Source: an optimization exercise on an open RTL-to-GDS flow (aim: small area). Production flows keep margins and buffers that such runs may drop.
Only simulation tests tie the RTL to the original design; equivalence was not proved.

run 1:
==> flow/design.v (excerpt) <==
module dwt_pe #(parameter DATA_WIDTH = 32)
(
    input clk,
    input rst,
    input[DATA_WIDTH-1:0] transform1,
    input[DATA_WIDTH-1:0] transform2,
    input[DATA_WIDTH-1:0] transform3,
    input[DATA_WIDTH-1:0] transform4,
    input[DATA_WIDTH-1:0] transform5,
    input[DATA_WIDTH-1:0] transform6,
    input[DATA_WIDTH-1:0] data_in1,
    input[DATA_WIDTH-1:0] data_in2,
    input[DATA_WIDTH-1:0] data_in3,
    input[DATA_WIDTH-1:0] data_in4,
    input[DATA_WIDTH-1:0] data_in5,
    input[DATA_WIDTH-1:0] data_in6,
    output reg [DATA_WIDTH-1:0] data_out
);
    reg [3:0] t;
    wire hi = t[0];
    wire [5:0] ks;
    assign ks[0] = (t[3:1] == 3'd0);
    assign ks[1] = (t[3:1] == 3'd1);
    assign ks[2] = (t[3:1] == 3'd2);
    assign ks[3] = (t[3:1] == 3'd3);
    assign ks[4] = (t[3:1] == 3'd4);
    assign ks[5] = (t[3:1] == 3'd5);
    wire [31:0] ta = (transform1 & {32{ks[0]}}) | (transform2 & {32{ks[1]}}) |
                     (transform3 & {32{ks[2]}}) | (transform4 & {32{ks[3]}}) |
                     (transform5 & {32{ks[4]}}) | (transform6 & {32{ks[5]}});
    wire [31:0] db = (data_in1 & {32{ks[0]}}) | (data_in2 & {32{ks[1]}}) |
                     (data_in3 & {32{ks[2]}}) | (data_in4 & {32{ks[3]}}) |
                     (data_in5 & {32{ks[4]}}) | (data_in6 & {32{ks[5]}});
    reg  [23:0] acc;      
    reg         stk;      
    reg         g1, g0;   
    reg  [8:0]  es;       
    reg         sg, ex;   
    wire [23:0] ma = {|ta[30:23], ta[22:0]};
    wire [23:0] mb = {|db[30:23], db[22:0]};
    wire [35:0] s;
  ...
Size in the first run: ~170 flip-flops, ~420 I/O pins.
clock: 10.0 ns
lec_check: 0
cap_margin: 20
core_margin: 2
core_utilization: 40
place_density: 0.6
slew_margin: 20
standard.sh (not shown) runs the stock make flow with config.mk's settings and CLKGATE_MAP_FILE= SYNTH_SCRIPT=/design/flow/synth_recipe.tcl, a recipe that flattens the netlist after the stock synthesis.
==> flow/flow/run.sh <==
#!/bin/bash
# The standard layout, with the smallest buffer (buf_1) as the port
# buffers in place of the resizer's own pick (clkdlybuf4s50_1).
set -euo pipefail
export BUFFER_PORTS_ARGS="-buffer_cell sky130_fd_sc_hd__buf_1"
bash standard.sh > standard.log 2>&1
Both conditions hold for run 1: the flow ran to the end and the final layout passed the timing, DRC and antenna checks.
Setup changes, run 1 to run 2
- CAP_MARGIN: 20 -> 0
- SLEW_MARGIN: 20 -> 0
- ABC_AREA: unset -> 1
==> flow/flow/run.sh <==
#!/bin/bash
# The standard layout (standard.sh) with three changes:
#  - port buffers are buf_1, the smallest buffer, instead of the resizer's
#    own pick (clkdlybuf4s50_1);
#  - synthesis extracts full adders (extract_fa) before the quick abc pass of
#    yosys's fine step rather than after it, so the explicit full adders of
#    the RTL map to fa_1 cells without inverters between them;
#  - the final technology mapping uses flow/map.abc (one &nf pass with area
#    recovery) in place of ORFS's ABC script.
# The rest of synthesis is synth_recipe.tcl and ORFS's synth.tcl unchanged, so
# the registers (their inference, names and cells) are the standard ones.
set -euo pipefail
W=$PWD
sed -e "s|^source \$::env(SCRIPTS_DIR)/synth_preamble.tcl\$|&\nlset abc_args 1 $W/flow/map.abc|" \
    -e 's|^  synth -top $::env(DESIGN_NAME) -run fine: {\*}$synth_full_args$|  synth -top $::env(DESIGN_NAME) -run fine:check -noabc {*}$synth_full_args\n  extract_fa\n  techmap -map $::env(ADDER_MAP_FILE)\n  techmap\n  opt -fast\n  abc -fast\n  opt -fast\n  synth -top $::env(DESIGN_NAME) -run check: {*}$synth_full_args|' \
    "$FLOW_HOME/scripts/synth.tcl" > "$W/synth_map.tcl"
grep -q "^lset abc_args 1 " "$W/synth_map.tcl"
grep -q "^  extract_fa$" "$W/synth_map.tcl"
sed "s|source \$::env(SCRIPTS_DIR)/synth.tcl|source $W/synth_map.tcl|" \
    "$W/synth_recipe.tcl" > "$W/synth_recipe_map.tcl"
grep -q "synth_map.tcl" "$W/synth_recipe_map.tcl"
sed "s|SYNTH_SCRIPT=[^ ]*|SYNTH_SCRIPT=$W/synth_recipe_map.tcl|" "$W/standard.sh" > "$W/standard_map.sh"
grep -q "synth_recipe_map.tcl" "$W/standard_map.sh"
export BUFFER_PORTS_ARGS="-buffer_cell sky130_fd_sc_hd__buf_1"
bash "$W/standard_map.sh" > "$W/standard.log" 2>&1
==> flow/flow/map.abc (new file) <==
&get -n
&st
&dch
&nf -p -R 20 -F 8
&put
buffer -c
topo
stime -c
upsize -c
dnsize -c
==> comparison <==
Both conditions hold for run 2: the flow ran to the end and the final layout passed the timing, DRC and antenna checks. Changes observed in run 2 relative to run 1: largest net degree at the start of global routing climbed 29%; total number of vias dropped 9.5%; aggregate routed wire length dropped about 8%. In run 2 the met2 wire length turned out 3500 um lower than in run 1.
Setup changes, run 2 to run 3
- SLEW_MARGIN now 20, was 0
- CAP_MARGIN now 20, was 0
Results
Compared with run 2, in run 3 upper clock frequency limit now sits at about the same level; count of antenna-violating nets left after detailed routing now sits at about the same level; highest cell delay on the worst timing path now sits at about the same level; synthesized area now sits at about the same level. Final cell count delta (run 3 -> run 2): insignificant. Count of vias placed by the detailed router: run 3 vs run 2, no meaningful difference. Any difference in wire length between run 2 and run 3 is small enough to ignore. Setup WNS run 2 -> run 3: better.
What run 4 does differently from run 3 at the input level:
==> flow/flow/map.abc <==
&get -n
&st
&dch
&nf -p -R 20 -F 8
&put
topo
stime -c
upsize -c
dnsize -c
Notes after the runs:
In run 4 the synthesized cell count turned out 183 lower than in run 3.
All of run 3 and run 4 finish clean.
The clock-buffer cell count in run 4 was higher than what run 3 gave.
Delta (run 4 minus run 3): portion of the clock cycle consumed by the worst path in the final layout decreased 0.39 points, starting density of the core increased 0.20 points, critical path depth decreased 2, cell count decreased 57.
Maximum net fanout on the critical path grows by more than 100% when moving from run 3 to run 4.
What run 5 does differently from run 4 at the input level:
- CTS_BUF_LIST now sky130_fd_sc_hd__clkbuf_8, previously not set
- CTS_CLUSTER_SIZE now 12, previously not set
==> flow/flow/map.abc <==
&get -n
&st
&dch
&nf -p -R 20 -F 8
&put
buffer -c
topo
stime -c
upsize -c
dnsize -c
Notes after the runs:
Looking at the reports, run 5 completed the entire flow and the layout it produced met the timing, DRC and antenna checks. From run 4 to run 5 the numbers moved as follows: share of the clock period used by the worst path held steady; total wire length after detailed routing rose about 5%. Run 5 ends up with a area growth from synthesis to final layout that is 4.0 points lower than in run 4. Compared with run 4, in run 5 minimum clock period after layout did not really move, highest fanout seen on the critical path went down, unique cell type count in the Yosys netlist went up, post-synthesis async set-or-reset flop share did not really move, total of plain and repair buffers excluding clock buffers went up. Compared with run 4, run 5 shows number of antenna violations at the first check in global routing higher by 5.
Inputs modified between run 5 and run 6:
- CTS_CLUSTER_SIZE: 12 -> unset
- CTS_BUF_LIST: sky130_fd_sc_hd__clkbuf_8 -> unset
==> flow/flow/map.abc <==
&get -n
&st
&dch
&nf -p -R 20 -F 8
&put
Notes after the runs:
Number of pins exceeding their max-slew limit in the final report: run 5 vs run 6 — no meaningful difference. The lower number of global-route vias before repair came out of run 5. In run 6, clock skew is lower than in run 5. Where final instance area is concerned, run 5 is better than run 6. Diff run 5 and run 6: buffer and inverter count on the worst path lower in run 5. When run 6 is measured against run 5, its hold slack turns out 0.0038 ns lower. Portion of netlist area occupied by mux cells: run 5 vs run 6 — no meaningful difference. NOTE non-clock buffer count run 5->run 6 decreased slightly.

dwt_pe, a different RTL version from the one above (not shown whole).
For scale: ~2600 cells after synthesis, roughly 170 flip-flops, about 0.023 mm^2 of cells after synthesis.
Settings: LEC_CHECK=0, ABC_AREA=1, CAP_MARGIN=20, CORE_MARGIN=2, CORE_UTILIZATION=40, PLACE_DENSITY=0.6, SLEW_MARGIN=20; clock period 10.0 ns.
==> flow/flow/run.sh <==
#!/bin/bash
# The standard layout (standard.sh) with three changes:
#  - port buffers are buf_1, the smallest buffer, instead of the resizer's
#    own pick (clkdlybuf4s50_1);
#  - synthesis extracts full adders (extract_fa) before the quick abc pass of
#    yosys's fine step rather than after it, so the explicit full adders of
#    the RTL map to fa_1 cells without inverters between them;
#  - the final technology mapping uses flow/map.abc (one &nf pass with area
#    recovery) in place of ORFS's ABC script;
#  - after global routing, ORFS's own power recovery (RECOVER_POWER, which
#    downsizes gates on paths with positive slack) runs on 50% of those paths.
# The rest of synthesis is synth_recipe.tcl and ORFS's synth.tcl unchanged, so
# the registers (their inference, names and cells) are the standard ones.
set -euo pipefail
W=$PWD
sed -e "s|^source \$::env(SCRIPTS_DIR)/synth_preamble.tcl\$|&\nlset abc_args 1 $W/flow/map.abc|" \
    -e 's|^  synth -top $::env(DESIGN_NAME) -run fine: {\*}$synth_full_args$|  synth -top $::env(DESIGN_NAME) -run fine:check -noabc {*}$synth_full_args\n  extract_fa\n  techmap -map $::env(ADDER_MAP_FILE)\n  techmap\n  opt -fast\n  abc -fast\n  opt -fast\n  synth -top $::env(DESIGN_NAME) -run check: {*}$synth_full_args|' \
    "$FLOW_HOME/scripts/synth.tcl" > "$W/synth_map.tcl"
grep -q "^lset abc_args 1 " "$W/synth_map.tcl"
grep -q "^  extract_fa$" "$W/synth_map.tcl"
sed "s|source \$::env(SCRIPTS_DIR)/synth.tcl|source $W/synth_map.tcl|" \
    "$W/synth_recipe.tcl" > "$W/synth_recipe_map.tcl"
grep -q "synth_map.tcl" "$W/synth_recipe_map.tcl"
sed "s|SYNTH_SCRIPT=[^ ]*|SYNTH_SCRIPT=$W/synth_recipe_map.tcl|" "$W/standard.sh" > "$W/standard_map.sh"
grep -q "synth_recipe_map.tcl" "$W/standard_map.sh"
export BUFFER_PORTS_ARGS="-buffer_cell sky130_fd_sc_hd__buf_1"
export RECOVER_POWER=50
bash "$W/standard_map.sh" > "$W/standard.log" 2>&1
==> flow/flow/map.abc <==
&get -n
&st
&dch
&nf -p -R 50
&put
buffer -c
topo
stime -c
upsize -c
dnsize -c
The baseline produced a layout that fails on capacitance limit, slew limit.
==> next run, changes <==
--- a/flow/flow/run.sh
+++ b/flow/flow/run.sh
@@ -8,5 +8,3 @@
 #  - the final technology mapping uses flow/map.abc (one &nf pass with area
-#    recovery) in place of ORFS's ABC script;
-#  - after global routing, ORFS's own power recovery (RECOVER_POWER, which
-#    downsizes gates on paths with positive slack) runs on 50% of those paths.
+#    recovery) in place of ORFS's ABC script.
 # The rest of synthesis is synth_recipe.tcl and ORFS's synth.tcl unchanged, so
@@ -26,3 +24,2 @@
 export BUFFER_PORTS_ARGS="-buffer_cell sky130_fd_sc_hd__buf_1"
-export RECOVER_POWER=50
 bash "$W/standard_map.sh" > "$W/standard.log" 2>&1
- With this change the flow completed without violations
- critical path depth does not change
- sequential share of layout area is about the same
- worst setup slack degrades by 21 ps
- synthesized cell count is unchanged
- die area stays the same
- worst hold slack stays flat
- routed wire length is about the same
==> next run, changes <==
==> flow/flow/map.abc (replaced) <==
&get -n
&st
&dch
&nf -p -R 20 -F 8
&put
buffer -c
topo
stime -c
upsize -c
dnsize -c
--- a/flow/config.mk
+++ b/flow/config.mk
@@ -11,2 +11,4 @@
 export CORE_UTILIZATION = 40
+export CTS_BUF_LIST = sky130_fd_sc_hd__clkbuf_8
+export CTS_CLUSTER_SIZE = 12
 export PLACE_DENSITY = 0.6
What happened:
- final cell count came out higher by 2.0%
- maximum frequency came out lower by about 1.5%
- setup slack degrades by 150 ps
- count of clock-buffer cells in the layout does not change
- sequential share of layout area came out lower by 0.18 points
==> next run, changes <==
--- a/flow/config.mk
+++ b/flow/config.mk
@@ -11,4 +11,2 @@
 export CORE_UTILIZATION = 40
-export CTS_BUF_LIST = sky130_fd_sc_hd__clkbuf_8
-export CTS_CLUSTER_SIZE = 12
 export PLACE_DENSITY = 0.6
Outcome: The changed run finished clean; die area does not change; design area is higher by about 0.37%; count of clock-buffer cells in the layout stays the same; via count barely changes; register-to-register slack barely changes.

RTL: one of the versions met above, not the one the previous note started from.
For scale: ~2800 cells after synthesis, ~420 I/O pins, roughly 0.024 mm^2 of cells after synthesis.
clock: 10.0 ns
lec_check: 0
abc_area: 1
cap_margin: 20
core_margin: 2
core_utilization: 40
place_density: 0.6
slew_margin: 20
==> flow/flow/run.sh <==
#!/bin/bash
# The standard layout (standard.sh) with two changes:
#  - port buffers are buf_1, the smallest buffer, instead of the resizer's
#    own pick (clkdlybuf4s50_1);
#  - synthesis maps the logic with flow/map.abc (one &nf pass with area
#    recovery) in place of ORFS's ABC script. The rest of synthesis is
#    synth_recipe.tcl and ORFS's synth.tcl unchanged, so the registers (their
#    inference, names and cells) are those of the standard synthesis.
set -euo pipefail
W=$PWD
sed "s|^source \$::env(SCRIPTS_DIR)/synth_preamble.tcl\$|&\nlset abc_args 1 $W/flow/map.abc|" \
    "$FLOW_HOME/scripts/synth.tcl" > "$W/synth_map.tcl"
grep -q "^lset abc_args 1 " "$W/synth_map.tcl"
sed "s|source \$::env(SCRIPTS_DIR)/synth.tcl|source $W/synth_map.tcl|" \
    "$W/synth_recipe.tcl" > "$W/synth_recipe_map.tcl"
grep -q "synth_map.tcl" "$W/synth_recipe_map.tcl"
sed "s|SYNTH_SCRIPT=[^ ]*|SYNTH_SCRIPT=$W/synth_recipe_map.tcl|" "$W/standard.sh" > "$W/standard_map.sh"
grep -q "synth_recipe_map.tcl" "$W/standard_map.sh"
export BUFFER_PORTS_ARGS="-buffer_cell sky130_fd_sc_hd__buf_1"
bash "$W/standard_map.sh" > "$W/standard.log" 2>&1
==> flow/flow/map.abc <==
&get -n
&st
&dch
&nf -p -R 20 -F 8
&put
buffer -c
topo
stime -c
upsize -c
dnsize -c
The baseline produced a clean layout.
Rerun with:
==> flow/flow/run.sh (replaced) <==
#!/bin/bash
# The standard layout (standard.sh) with three changes:
#  - port buffers are buf_1, the smallest buffer, instead of the resizer's
#    own pick (clkdlybuf4s50_1);
#  - synthesis extracts full adders (extract_fa) before the quick abc pass of
#    yosys's fine step rather than after it, so the explicit full adders of
#    the RTL map to fa_1 cells without inverters between them;
#  - the final technology mapping uses flow/map.abc (one &nf pass with area
#    recovery) in place of ORFS's ABC script.
# The rest of synthesis is synth_recipe.tcl and ORFS's synth.tcl unchanged, so
# the registers (their inference, names and cells) are the standard ones.
set -euo pipefail
W=$PWD
sed -e "s|^source \$::env(SCRIPTS_DIR)/synth_preamble.tcl\$|&\nlset abc_args 1 $W/flow/map.abc|" \
    -e 's|^  synth -top $::env(DESIGN_NAME) -run fine: {\*}$synth_full_args$|  synth -top $::env(DESIGN_NAME) -run fine:check -noabc {*}$synth_full_args\n  extract_fa\n  techmap -map $::env(ADDER_MAP_FILE)\n  techmap\n  opt -fast\n  abc -fast\n  opt -fast\n  synth -top $::env(DESIGN_NAME) -run check: {*}$synth_full_args|' \
    "$FLOW_HOME/scripts/synth.tcl" > "$W/synth_map.tcl"
grep -q "^lset abc_args 1 " "$W/synth_map.tcl"
grep -q "^  extract_fa$" "$W/synth_map.tcl"
sed "s|source \$::env(SCRIPTS_DIR)/synth.tcl|source $W/synth_map.tcl|" \
    "$W/synth_recipe.tcl" > "$W/synth_recipe_map.tcl"
grep -q "synth_map.tcl" "$W/synth_recipe_map.tcl"
sed "s|SYNTH_SCRIPT=[^ ]*|SYNTH_SCRIPT=$W/synth_recipe_map.tcl|" "$W/standard.sh" > "$W/standard_map.sh"
grep -q "synth_recipe_map.tcl" "$W/standard_map.sh"
export BUFFER_PORTS_ARGS="-buffer_cell sky130_fd_sc_hd__buf_1"
bash "$W/standard_map.sh" > "$W/standard.log" 2>&1
==> flow/flow/map.abc (replaced) <==
&get -n
&st
&dch
&nf -p -R 50
&put
buffer -c
topo
stime -c
upsize -c
dnsize -c
Effect: The new run ran to the end with no violations. Cell area drops by a few percent. Wire length goes down slightly. Register-to-register slack loses 0.14 ns. Clock-buffer cell count fell by 1. Clock skew went down by 0.0038 ns.
Rerun with:
==> flow/flow/run.sh (replaced) <==
#!/bin/bash
# The standard layout, with the smallest buffer (buf_1) as the port
# buffers in place of the resizer's own pick (clkdlybuf4s50_1).
set -euo pipefail
export BUFFER_PORTS_ARGS="-buffer_cell sky130_fd_sc_hd__buf_1"
bash standard.sh > standard.log 2>&1
removed: flow/flow/map.abc
Result:
- count of clock-buffer cells in the layout came out lower by 1
- routed wire length came out higher by 9.9%
- first-iteration DRC count came out lower by 17%
- non-clock buffer count came out lower by 41
Rerun with:
==> flow/flow/run.sh (replaced) <==
#!/bin/bash
# The standard layout (standard.sh) with two changes:
#  - port buffers are buf_1, the smallest buffer, instead of the resizer's
#    own pick (clkdlybuf4s50_1);
#  - synthesis maps the logic with flow/map.abc (one &nf pass with area
#    recovery) in place of ORFS's ABC script. The rest of synthesis is
#    synth_recipe.tcl and ORFS's synth.tcl unchanged, so the registers (their
#    inference, names and cells) are those of the standard synthesis.
set -euo pipefail
W=$PWD
sed "s|^source \$::env(SCRIPTS_DIR)/synth_preamble.tcl\$|&\nlset abc_args 1 $W/flow/map.abc|" \
    "$FLOW_HOME/scripts/synth.tcl" > "$W/synth_map.tcl"
grep -q "^lset abc_args 1 " "$W/synth_map.tcl"
sed "s|source \$::env(SCRIPTS_DIR)/synth.tcl|source $W/synth_map.tcl|" \
    "$W/synth_recipe.tcl" > "$W/synth_recipe_map.tcl"
grep -q "synth_map.tcl" "$W/synth_recipe_map.tcl"
sed "s|SYNTH_SCRIPT=[^ ]*|SYNTH_SCRIPT=$W/synth_recipe_map.tcl|" "$W/standard.sh" > "$W/standard_map.sh"
grep -q "synth_recipe_map.tcl" "$W/standard_map.sh"
export BUFFER_PORTS_ARGS="-buffer_cell sky130_fd_sc_hd__buf_1"
bash "$W/standard_map.sh" > "$W/standard.log" 2>&1
==> flow/flow/map.abc (new file) <==
&get -n
&st
&dch
&nf -p -R 10
&put
buffer -c
topo
stime -c
upsize -c
dnsize -c
What happened: The changed run went through all stages and came out clean; worst setup slack degrades by 0.29 ns; clock-buffer cell count increases by 1; routed wire length hardly moves; global-route usage increases by 1.4 points; synthesized area went down by 5.1%; sequential share of layout area goes up by 0.68 points.

## port drivers added, routing unchanged
In the flow no input, the clock included, has a driving cell. The finished layouts below were timed again as built, in two steps. Step 1 (the two cells are an assumption about what drives the block):
set clk [get_ports {clk}]
set_driving_cell -lib_cell sky130_fd_sc_hd__clkbuf_16 $clk
set_driving_cell -lib_cell sky130_fd_sc_hd__buf_2 [delete_from_list [all_inputs] $clk]
Step 2 times the ports against the registers' clock, not the clock port: input delays grow and output delays shrink by t, the midpoint of the rising clock arrivals with the driver on. Slacks: ideal ports / drivers / drivers and shift; pairs: ideal ports / drivers.
run | t (ns) | slack for setup (ns) | hold WS [ns] | slew at the worst register clock pin (ns) | worst slew at a driven data input, ns
run 1 | 0.500 | 0.527 / 0.527 / 0.484 | 0.457 / 0.457 / 0.457 | 0.07 / 0.07 | 0.10
run 2 | 0.485 | 0.577 / 0.577 / 0.373 | 0.493 / 0.493 / 0.493 | 0.07 / 0.07 | 0.21
run 3 | 0.484 | 0.602 / 0.602 / 0.389 | 0.492 / 0.492 / 0.492 | 0.08 / 0.08 | 0.22
run 4 | 0.491 | 0.641 / 0.641 / 0.410 | 0.495 / 0.495 / 0.495 | 0.07 / 0.07 | 0.09
run 5 | 0.502 | 0.644 / 0.644 / 0.369 | 0.496 / 0.496 / 0.496 | 0.11 / 0.11 | 0.21
run 6 | 0.499 | 0.765 / 0.765 / 0.493 | 0.493 / 0.493 / 0.493 | 0.08 / 0.08 | 0.10
the first run of note 2 | 0.479 | 0.681 / 0.681 / 0.450 | 0.496 / 0.496 / 0.496 | 0.09 / 0.09 | 0.23
the second run of note 2 | 0.478 | 0.660 / 0.660 / 0.541 | 0.497 / 0.497 / 0.497 | 0.09 / 0.09 | 0.23
the third run of note 2 | 0.516 | 0.513 / 0.513 / 0.513 | 0.496 / 0.496 / 0.496 | 0.12 / 0.12 | 0.08
the fourth run of note 2 | 0.484 | 0.516 / 0.516 / 0.516 | 0.491 / 0.491 / 0.491 | 0.08 / 0.08 | 0.08
the first run of note 3 | 0.502 | 0.794 / 0.794 / 0.436 | 0.471 / 0.471 / 0.471 | 0.08 / 0.08 | 0.09
the second run of note 3 | 0.472 | 0.536 / 0.563 / 0.091 | 0.495 / 0.495 / 0.495 | 0.07 / 0.07 | 0.18
the third run of note 3 | 0.502 | 0.968 / 0.968 / 0.721 | 0.495 / 0.495 / 0.495 | 0.09 / 0.09 | 0.14
the fourth run of note 3 | 0.498 | 0.680 / 0.680 / 0.252 | 0.476 / 0.476 / 0.476 | 0.07 / 0.07 | 0.12
The setup slack of the second run of note 3, which loses most, moves by +0.027 ns with the drivers and by -0.445 ns with both steps.
